This design comes from an exercise in tuning for small area on the open sky130 flow, not from production work. Function was checked by simulation only, so behaviour that the tests miss may differ from the original. No activity file was given, so power comes from the tool's default toggle rates.

run 1:
==> flow/design.v <==
`timescale              1ns/1ps
`default_nettype        none
module EF_PSRAM_CTRL (
    input   wire            clk,
    input   wire            rst_n,
    input   wire            load,        
    input   wire            busy,        
    input   wire [31:0]     wdata,
    input   wire [22:0]     addr,
    input   wire [1:0]      size,        
    input   wire            rd_wr,
    input   wire            qspi,
    input   wire            qpi,
    input   wire            short_cmd,
    input   wire [3:0]      wait_states,
    input   wire [7:0]      cmd,
    output  wire            done,
    output  reg  [31:0]     sr,
    output  reg             sck,
    output  reg             ce_n,
    input   wire [3:0]      din,
    output  wire [3:0]      dout,
    output  wire [3:0]      douten
);
    reg  [6:0]  c;
    reg         d0;              
    wire        spi     = ~(qpi | qspi);
    wire        word    = size[1];
    wire        half    = size[0];
    wire [6:0]  dend    = word ? 7'd88 : half ? 7'd72 : 7'd64;
    wire [3:0]  ws      = rd_wr ? wait_states : 4'd0;
    wire        pf      = &c[6:4];
    wire        at_end  = ~short_cmd & ~pf & (c == dend);
    assign done = short_cmd ? (c == (qpi ? 7'd56 : 7'd32))
                            : (pf ? (c[3:0] == 4'hF) : (at_end & (ws == 4'd0)));
    wire        in_data = c >= 7'd56;
    wire        past    = pf | at_end;
    wire        bitmode = spi | (qspi & ~qpi & ~c[6] & ~c[5]);
    wire        by4     = ~bitmode & ~pf;
    always @(posedge clk)
        if (ce_n | done)
            c <= 7'd24;
        else if (at_end)
            c <= {3'b111, ~ws};
        else
            c <= c + {4'd0, sck & by4, 1'b0, sck & ~by4};
    always @(posedge clk or negedge rst_n)
        if (!rst_n)
            sck <= 1'b0;
        else
            sck <= ~(ce_n | done | sck);
    always @(posedge clk or negedge rst_n)
        if (!rst_n)
            ce_n <= 1'b1;
        else
            ce_n <= ~busy | done;
    wire        shift = sck & in_data;
    wire [31:0] sr_ld = {wdata[7:0], wdata[15:8], wdata[23:16], wdata[31:24]};
    wire [31:0] sr_sh = spi ? {sr[30:0], din[1]} : {sr[27:0], din};
    wire        hold  = ~load & ~shift;
    always @(posedge clk) begin
        sr  <= ({32{hold}} & sr) | ({32{load}} & sr_ld) | ({32{~load & shift}} & sr_sh);
        if (load)
            d0  <= spi & word & wdata[0];
    end
    wire [3:0]  sr_head = (addr[1:0] == 2'd0) ? sr[31:28] :
                          (addr[1:0] == 2'd1) ? sr[23:20] :
                          (addr[1:0] == 2'd2) ? sr[15:12] :
                                                sr[7:4];
    wire [2:0]  q = c[4:2];
    reg  [3:0]  nib;
    always @*
        case (q)
            3'd6:   nib = cmd[7:4];
            3'd7:   nib = cmd[3:0];
            3'd0:   nib = {1'b0, addr[22:20]};
            3'd1:   nib = addr[19:16];
            3'd2:   nib = addr[15:12];
            3'd3:   nib = addr[11:8];
            3'd4:   nib = addr[7:4];
            default:nib = addr[3:0];
        endcase
    wire        head_bit = nib[~c[1:0]];
    assign dout[3:1] = in_data ? (past ? 3'b000 : sr_head[3:1]) : nib[3:1];
    assign dout[0]   = in_data ? (past ? d0 : (spi ? sr_head[3] : sr_head[0]))
                               : (bitmode ? head_bit : nib[0]);
    wire        oe_off  = in_data & rd_wr;
    assign douten[0]    = bitmode | ~oe_off;
    assign douten[3:1]  = {3{~bitmode & ~oe_off}};
endmodule
`timescale              1ns/1ps
`default_nettype        none
module EF_PSRAM_CTRL_AHBL #(parameter REGISTER_HWDATA = 1)
(
    input   wire            HCLK,
    input   wire            HRESETn,
    input   wire            HSEL,
    input   wire [31:0]     HADDR,
    input   wire [31:0]     HWDATA,
    input   wire [1:0]      HTRANS,
    input   wire [2:0]      HSIZE,
    input   wire            HWRITE,
    input   wire            HREADY,
    output  reg             HREADYOUT,
    output  reg [31:0]      HRDATA,
    output  wire            sck,
    output  wire            ce_n,
    input   wire [3:0]      din,
    output  wire [3:0]      dout,
    output  wire [3:0]      douten
);
    reg [22:0]  last_HADDR;
    reg         last_cfg;            
    reg         last_HWRITE;
    reg [1:0]   last_HSIZE;          
    reg         last_ahb_addr_phase;
    wire        ahb_addr_phase  = HTRANS[1] & HSEL & HREADY;
    always @(posedge HCLK)
        if (HREADY) begin
            last_HADDR  <= HADDR[22:0];
            last_cfg    <= HADDR[23];
            last_HWRITE <= HWRITE;
            last_HSIZE  <= HSIZE[1:0];
        end
    always @(posedge HCLK or negedge HRESETn)
        if (!HRESETn)
            last_ahb_addr_phase <= 1'b0;
        else
            last_ahb_addr_phase <= ahb_addr_phase;
    reg [7:0]   RD_CMD_REG;
    reg [7:0]   WR_CMD_REG;
    reg [7:0]   EQPI_CMD_REG;
    reg [7:0]   XQPI_CMD_REG;
    reg [3:0]   WAIT_STATES_REG;
    reg [1:0]   MODE_REG;
    reg         ENTER_QPI_REG;
    reg         EXIT_QPI_REG;
    wire        cfg_we = last_ahb_addr_phase & last_cfg & last_HWRITE;
    always @(posedge HCLK)
        if (!HRESETn) begin
            RD_CMD_REG      <= 8'h03;
            WR_CMD_REG      <= 8'h02;
            EQPI_CMD_REG    <= 8'h35;
            XQPI_CMD_REG    <= 8'hF5;
            WAIT_STATES_REG <= 4'd0;
            MODE_REG        <= 2'd0;
            ENTER_QPI_REG   <= 1'b0;
            EXIT_QPI_REG    <= 1'b0;
        end
        else if (cfg_we) begin
            if (last_HADDR[8])  RD_CMD_REG      <= HWDATA[7:0];
            if (last_HADDR[9])  WR_CMD_REG      <= HWDATA[7:0];
            if (last_HADDR[10]) EQPI_CMD_REG    <= HWDATA[7:0];
            if (last_HADDR[11]) XQPI_CMD_REG    <= HWDATA[7:0];
            if (last_HADDR[12]) WAIT_STATES_REG <= HWDATA[3:0];
            if (last_HADDR[13]) MODE_REG        <= HWDATA[1:0];
            if (last_HADDR[14]) ENTER_QPI_REG   <= HWDATA[0];
            if (last_HADDR[15]) EXIT_QPI_REG    <= HWDATA[0];
        end
    wire        done;
    wire        busy = ~HREADYOUT & ~last_ahb_addr_phase & ~last_cfg;
    always @(posedge HCLK or negedge HRESETn)
        if (!HRESETn)
            HREADYOUT <= 1'b1;
        else
            HREADYOUT <= ~ahb_addr_phase & ~last_ahb_addr_phase & (HREADYOUT | last_cfg | done);
    wire        rd_wr   = ~last_HWRITE;
    wire        short_cmd = ENTER_QPI_REG | EXIT_QPI_REG;
    wire [7:0]  cmd     = ENTER_QPI_REG ? EQPI_CMD_REG :
                          EXIT_QPI_REG  ? XQPI_CMD_REG :
                          rd_wr         ? RD_CMD_REG   :
                                          WR_CMD_REG;
    wire [31:0] sr;
    EF_PSRAM_CTRL MCTRL (
        .clk(HCLK),
        .rst_n(HRESETn),
        .load(last_ahb_addr_phase),
        .busy(busy),
        .wdata(HWDATA),
        .addr(last_HADDR),
        .size(last_HSIZE),
        .rd_wr(rd_wr),
        .qspi(MODE_REG[0]),
        .qpi(MODE_REG[1]),
        .short_cmd(short_cmd),
        .wait_states(WAIT_STATES_REG),
        .cmd(cmd),
        .done(done),
        .sr(sr),
        .sck(sck),
        .ce_n(ce_n),
        .din(din),
        .dout(dout),
        .douten(douten)
    );
    wire        is_word = last_HSIZE[1];
    wire        is_half = last_HSIZE[0];
    wire        is_byte = ~is_word & ~is_half;
    wire [1:0]  lane    = last_HADDR[1:0];
    wire b0 = is_byte & (lane == 2'd0);
    wire b1 = is_byte & (lane == 2'd1);
    wire b2 = is_byte & (lane == 2'd2);
    wire b3 = is_byte & (lane == 2'd3);
    wire h0 = ~is_word & is_half & ~lane[1];
    wire h2 = ~is_word & is_half & lane[1];
    always @* begin
        HRDATA[7:0]   = ({8{is_word}} & sr[31:24]) | ({8{h0}} & sr[15:8]) | ({8{b0}} & sr[7:0]);
        HRDATA[15:8]  = ({8{is_word}} & sr[23:16]) | ({8{h0 | b1}} & sr[7:0]);
        HRDATA[23:16] = ({8{is_word | h2}} & sr[15:8]) | ({8{b2}} & sr[7:0]);
        HRDATA[31:24] = {8{is_word | h2 | b3}} & sr[7:0];
    end
endmodule
==> flow/config.mk <==
export PLATFORM = sky130hd
export DESIGN_NAME = EF_PSRAM_CTRL_AHBL
export DESIGN_NICKNAME = EF_PSRAM_CTRL_AHBL
export VERILOG_FILES = /design/flow/design.v
export SDC_FILE = /design/flow/constraint.sdc
export NUM_CORES = 4
export LEC_CHECK = 0
export ABC_AREA = 1
export CAP_MARGIN = 0
export CORE_MARGIN = 2
export CORE_UTILIZATION = 40
export GPL_TIMING_DRIVEN = 0
export SLEW_MARGIN = 0
==> flow/constraint.sdc <==
create_clock -name core_clock -period 10.0 [get_ports {HCLK}]
set_input_delay 2.0000 -clock core_clock [delete_from_list [all_inputs] [get_ports {HCLK}]]
set_output_delay 2.0000 -clock core_clock [all_outputs]
set_load 0.01 [all_outputs]
standard.sh (not shown) runs the stock make flow with config.mk's settings and CLKGATE_MAP_FILE= SYNTH_SCRIPT=/design/flow/synth_recipe.tcl, a recipe that flattens the netlist after the stock synthesis.
==> flow/flow/run.sh <==
#!/bin/bash
# Layout flow: the standard synthesis; then the combinational logic is
# re-synthesised by ABC for area (flip-flops untouched; several ABC seeds are
# tried and the smallest netlist is kept, after a SAT proof that it equals the
# standard synthesis); then the standard ORFS layout, with buf_1 port buffers
# and a CTS without dummy loads.
set -euo pipefail
HERE=$(pwd)
FL=$HERE/flow
LIB=$FLOW_HOME/platforms/sky130hd/lib/sky130_fd_sc_hd__tt_025C_1v80.lib
YOSYS=$FLOW_HOME/../tools/install/yosys/bin/yosys
[ -x "$YOSYS" ] || YOSYS=yosys
RES=$HERE/orfs/results/sky130hd/EF_PSRAM_CTRL_AHBL/base
SEEDS="1"
DSTIME="20"

export BUFFER_PORTS_ARGS="-buffer_cell sky130_fd_sc_hd__buf_1"
export CTS_ARGS="-sink_clustering_enable -repair_clock_nets -dont_use_dummy_load -buf_list sky130_fd_sc_hd__clkbuf_8"

# 1. standard synthesis
bash standard.sh synth > synth_standard.log 2>&1
cp $RES/1_2_yosys.v $HERE/synth_standard.v

# 2. re-synthesise the combinational logic, one ABC run per seed
for s in $SEEDS; do
  printf '%s\n' strash '&get -n' "&deepsyn -S $s -T $DSTIME" '&put' strash amap > $HERE/remap_$s.abc
  cat > $HERE/remap_$s.ys <<EOF
read_liberty -ignore_miss_func $LIB
read_verilog $HERE/synth_standard.v
hierarchy -top $FLOW_TOP
blackbox sky130_fd_sc_hd__df* sky130_fd_sc_hd__edf*
flatten
opt -purge
abc -script $HERE/remap_$s.abc -liberty $LIB -dont_use *probe* -dont_use *lpflow*
opt_clean -purge
hilomap -singleton -hicell sky130_fd_sc_hd__conb_1 HI -locell sky130_fd_sc_hd__conb_1 LO
insbuf -buf sky130_fd_sc_hd__buf_4 A X
splitnets
opt_clean -purge
tee -o $HERE/remap_stat_$s.txt stat -liberty $LIB
write_verilog -noattr -nohex -nodec $HERE/synth_remap_$s.v
EOF
  $YOSYS -s $HERE/remap_$s.ys > remap_yosys_$s.log 2>&1 &
done
wait
best=""; barea=""
for s in $SEEDS; do
  a=$(grep "Chip area for module" $HERE/remap_stat_$s.txt | awk '{print $NF}' || true)
  [ -n "$a" ] || continue
  if [ -z "$barea" ] || awk "BEGIN{exit !($a < $barea)}"; then best=$s; barea=$a; fi
done
echo "remap: seed $best, area $barea" | tee remap_choice.log
cp $HERE/synth_remap_$best.v $HERE/synth_remap.v

# 3. prove the re-synthesised logic equal to the standard synthesis (flip-flops cut)
python3 $FL/cut_flops.py $HERE/synth_standard.v $HERE/eq_std.v
python3 $FL/cut_flops.py $HERE/synth_remap.v $HERE/eq_remap.v
cat > $HERE/equiv.ys <<EOF
read_liberty -ignore_miss_func $LIB
read_verilog $HERE/eq_std.v
rename $FLOW_TOP gold
read_verilog $HERE/eq_remap.v
rename $FLOW_TOP gate
miter -equiv -flatten -make_outputs gold gate miter
hierarchy -top miter
sat -verify -prove trigger 0 miter
EOF
$YOSYS -s $HERE/equiv.ys > equiv_yosys.log 2>&1
grep -q "SUCCESS" equiv_yosys.log

# 4. layout from the re-synthesised netlist
cp $HERE/synth_remap.v $RES/1_2_yosys.v
touch $RES/1_2_yosys.v
bash standard.sh > layout_standard.log 2>&1
Other scripts of this flow, unchanged in this note and not shown: flow/flow/cut_flops.py
The flow did not stop early for run 1: all stages ran, and the layout cleared the timing, design-rule and antenna checks.
Modified inputs, run 2 compared to run 1
==> flow/flow/run.sh <==
#!/bin/bash
# Layout flow: the standard synthesis, then the combinational logic is
# re-mapped by ABC for area (flip-flops untouched, proven equivalent), then
# the standard ORFS layout with buf_1 port buffers and a CTS without dummy loads.
set -euo pipefail
HERE=$(pwd)
FL=$HERE/flow
LIB=$FLOW_HOME/platforms/sky130hd/lib/sky130_fd_sc_hd__tt_025C_1v80.lib
YOSYS=$FLOW_HOME/../tools/install/yosys/bin/yosys
[ -x "$YOSYS" ] || YOSYS=yosys
RES=$HERE/orfs/results/sky130hd/EF_PSRAM_CTRL_AHBL/base

export BUFFER_PORTS_ARGS="-buffer_cell sky130_fd_sc_hd__buf_1"
export CTS_ARGS="${CTS_ARGS_OVERRIDE:--sink_clustering_enable -repair_clock_nets -dont_use_dummy_load -buf_list sky130_fd_sc_hd__clkbuf_8}"

# 1. standard synthesis
bash standard.sh synth > synth_standard.log 2>&1
cp $RES/1_2_yosys.v $HERE/synth_standard.v

# 2. re-map the combinational logic
cat > $HERE/remap.ys <<EOF
read_liberty -ignore_miss_func $LIB
read_verilog $HERE/synth_standard.v
hierarchy -top $FLOW_TOP
blackbox sky130_fd_sc_hd__df* sky130_fd_sc_hd__edf*
flatten
opt -purge
abc -script $FL/remap.abc -liberty $LIB -dont_use *probe* -dont_use *lpflow*
opt_clean -purge
hilomap -singleton -hicell sky130_fd_sc_hd__conb_1 HI -locell sky130_fd_sc_hd__conb_1 LO
insbuf -buf sky130_fd_sc_hd__buf_4 A X
splitnets
opt_clean -purge
tee -o $HERE/remap_stat.txt stat -liberty $LIB
write_verilog -noattr -nohex -nodec $HERE/synth_remap.v
EOF
$YOSYS -s $HERE/remap.ys > remap_yosys.log 2>&1

# 3. prove the re-mapped logic equal to the standard synthesis (flip-flops cut)
python3 $FL/cut_flops.py $HERE/synth_standard.v $HERE/eq_std.v
python3 $FL/cut_flops.py $HERE/synth_remap.v $HERE/eq_remap.v
cat > $HERE/equiv.ys <<EOF
read_liberty -ignore_miss_func $LIB
read_verilog $HERE/eq_std.v
rename $FLOW_TOP gold
read_verilog $HERE/eq_remap.v
rename $FLOW_TOP gate
miter -equiv -flatten -make_outputs gold gate miter
hierarchy -top miter
sat -verify -prove trigger 0 miter
EOF
$YOSYS -s $HERE/equiv.ys > equiv_yosys.log 2>&1
grep -q "SUCCESS" equiv_yosys.log

# 4. layout from the re-mapped netlist
cp $HERE/synth_remap.v $RES/1_2_yosys.v
touch $RES/1_2_yosys.v
bash standard.sh > layout_standard.log 2>&1
==> flow/flow/remap.abc (new file) <==
strash
&get -n
&deepsyn -T 240
&put
dch
amap
mfs2
strash
dch
amap
mfs2
strash
dch
amap
No stage failed in run 2, and the final checks on the layout all came back clean.
The global-route usage number comes out higher for run 1 vs run 2.
Higher post-layout worst setup margin goes to run 2 over run 1.
Diff run 1 -> run 2 | via count | down slightly
Comparing run 2 and run 1, the higher total power is on run 1.
Run 1 and run 2 ended up with roughly the same non-filler instance count after layout.
Compared to run 1, run 2 has cell count of the worst hold path 1 lower.
From run 1 to run 2 the numbers moved as follows: global-route wire length before repair shrank by 350 µm; worst hold slack picked up an extra 0.013 ns.
Here is what was changed in the inputs of run 3 compared with run 2.
--- a/flow/flow/run.sh
+++ b/flow/flow/run.sh
@@ -2,3 +2,5 @@
-# Layout flow: the standard synthesis, then the combinational logic is
-# re-mapped by ABC for area (flip-flops untouched, proven equivalent), then
-# the standard ORFS layout with buf_1 port buffers and a CTS without dummy loads.
+# Layout flow: the standard synthesis; then the combinational logic is
+# re-synthesised by ABC for area (flip-flops untouched; several ABC seeds are
+# tried and the smallest netlist is kept, after a SAT proof that it equals the
+# standard synthesis); then the standard ORFS layout, with buf_1 port buffers
+# and a CTS without dummy loads.
@@ -11,0 +14,2 @@
+SEEDS="${REMAP_SEEDS:-1 2 3 4}"
+DSTIME="${REMAP_TIME:-200}"
@@ -14 +18 @@
-export CTS_ARGS="${CTS_ARGS_OVERRIDE:--sink_clustering_enable -repair_clock_nets -dont_use_dummy_load -buf_list sky130_fd_sc_hd__clkbuf_8}"
+export CTS_ARGS="-sink_clustering_enable -repair_clock_nets -dont_use_dummy_load -buf_list sky130_fd_sc_hd__clkbuf_8"
@@ -20,2 +24,4 @@
-# 2. re-map the combinational logic
-cat > $HERE/remap.ys <<EOF
+# 2. re-synthesise the combinational logic, one ABC run per seed
+for s in $SEEDS; do
+  printf '%s\n' strash '&get -n' "&deepsyn -S $s -T $DSTIME" '&put' strash amap > $HERE/remap_$s.abc
+  cat > $HERE/remap_$s.ys <<EOF
@@ -28 +34 @@
-abc -script $FL/remap.abc -liberty $LIB -dont_use *probe* -dont_use *lpflow*
+abc -script $HERE/remap_$s.abc -liberty $LIB -dont_use *probe* -dont_use *lpflow*
@@ -34,2 +40,2 @@
-tee -o $HERE/remap_stat.txt stat -liberty $LIB
-write_verilog -noattr -nohex -nodec $HERE/synth_remap.v
+tee -o $HERE/remap_stat_$s.txt stat -liberty $LIB
+write_verilog -noattr -nohex -nodec $HERE/synth_remap_$s.v
@@ -37 +43,11 @@
-$YOSYS -s $HERE/remap.ys > remap_yosys.log 2>&1
+  $YOSYS -s $HERE/remap_$s.ys > remap_yosys_$s.log 2>&1 &
+done
+wait
+best=""; barea=""
+for s in $SEEDS; do
+  a=$(grep "Chip area for module" $HERE/remap_stat_$s.txt | awk '{print $NF}' || true)
+  [ -n "$a" ] || continue
+  if [ -z "$barea" ] || awk "BEGIN{exit !($a < $barea)}"; then best=$s; barea=$a; fi
+done
+echo "remap: seed $best, area $barea" | tee remap_choice.log
+cp $HERE/synth_remap_$best.v $HERE/synth_remap.v
@@ -39 +55 @@
-# 3. prove the re-mapped logic equal to the standard synthesis (flip-flops cut)
+# 3. prove the re-synthesised logic equal to the standard synthesis (flip-flops cut)
@@ -55 +71 @@
-# 4. layout from the re-mapped netlist
+# 4. layout from the re-synthesised netlist
removed: flow/flow/remap.abc
Results
Compared with run 2, run 3 shows a higher number of cells in the design after placement.
The clock skew in run 3 sits 0.0034 ns below the value recorded for run 2.
Taking run 2 as the reference, in run 3 total power rose by 0.0089 mW, final wirelength rose by 4.8%, maximum number of pins on one net before global-route repair rose by 2, area growth from synthesis to layout rose by 0.51 points.
Measured against each other, run 3 and run 2 differ in global routing usage on met3, the higher figure coming from run 3.
[inputs] run 4 vs run 3
--- a/flow/flow/run.sh
+++ b/flow/flow/run.sh
@@ -14 +14 @@
-SEEDS="${REMAP_SEEDS:-1 2 3 4}"
+SEEDS="${REMAP_SEEDS:-1 2 3 4 5 6 7 8}"
@@ -43,0 +44,2 @@
+  # at most NUM_CORES runs at a time
+  while [ "$(jobs -rp | wc -l)" -ge "${NUM_CORES:-4}" ]; do sleep 1; done
==> results.txt <==
Run 3 → run 4: overall die height held, final area roughly the same, total I/O pin count was more or less identical. Number of iterations in the first detailed-routing pass essentially unchanged between run 3 and run 4. Compared run 3 against run 4; switching power summed over all nets within noise. Delta (run 4 minus run 3): synthesis-to-layout area growth comparable, final cell count comparable, number of cells on the critical path comparable, first-pass GRT wire length comparable. Run 3 -> run 4: met2 track demand over resource flat. Reported for run 4 and run 3, final-report hold violation count turned out identical to the last digit.

==> afterwards: timing with drivers on the ports <==
How much do the figures lean on ideal ports? The routed layouts below were timed once more, with nothing changed but the port constraints.
Step 1: set_driving_cell puts a clkbuf_16 on HCLK and a buf_2 on each other input, an assumption about the parent block.
Step 2 moves the port delays by t, midway between the first and last clock arrival at a register: inputs arrive t later, outputs are due t later. That takes back most of the time a late clock gives input paths.
Slacks: ideal ports / drivers / drivers and shift; pairs: ideal ports / drivers.
| run | t (ns) | slack for setup (ns) | latest minus earliest clock arrival (ns) | slew at the worst register clock pin (ns) |
|---|---|---|---|---|
| run 1 | 0.415 | 4.459 / 4.423 / 4.839 | 0.019 / 0.019 | 0.10 / 0.10 |
| run 2 | 0.413 | 4.566 / 4.531 / 4.944 | 0.029 / 0.028 | 0.11 / 0.11 |
| run 3 | 0.416 | 4.731 / 4.693 / 5.109 | 0.026 / 0.026 | 0.10 / 0.10 |
| run 4 | 0.416 | 4.731 / 4.693 / 5.109 | 0.026 / 0.026 | 0.10 / 0.10 |
After both steps setup and hold are still met in every run listed.
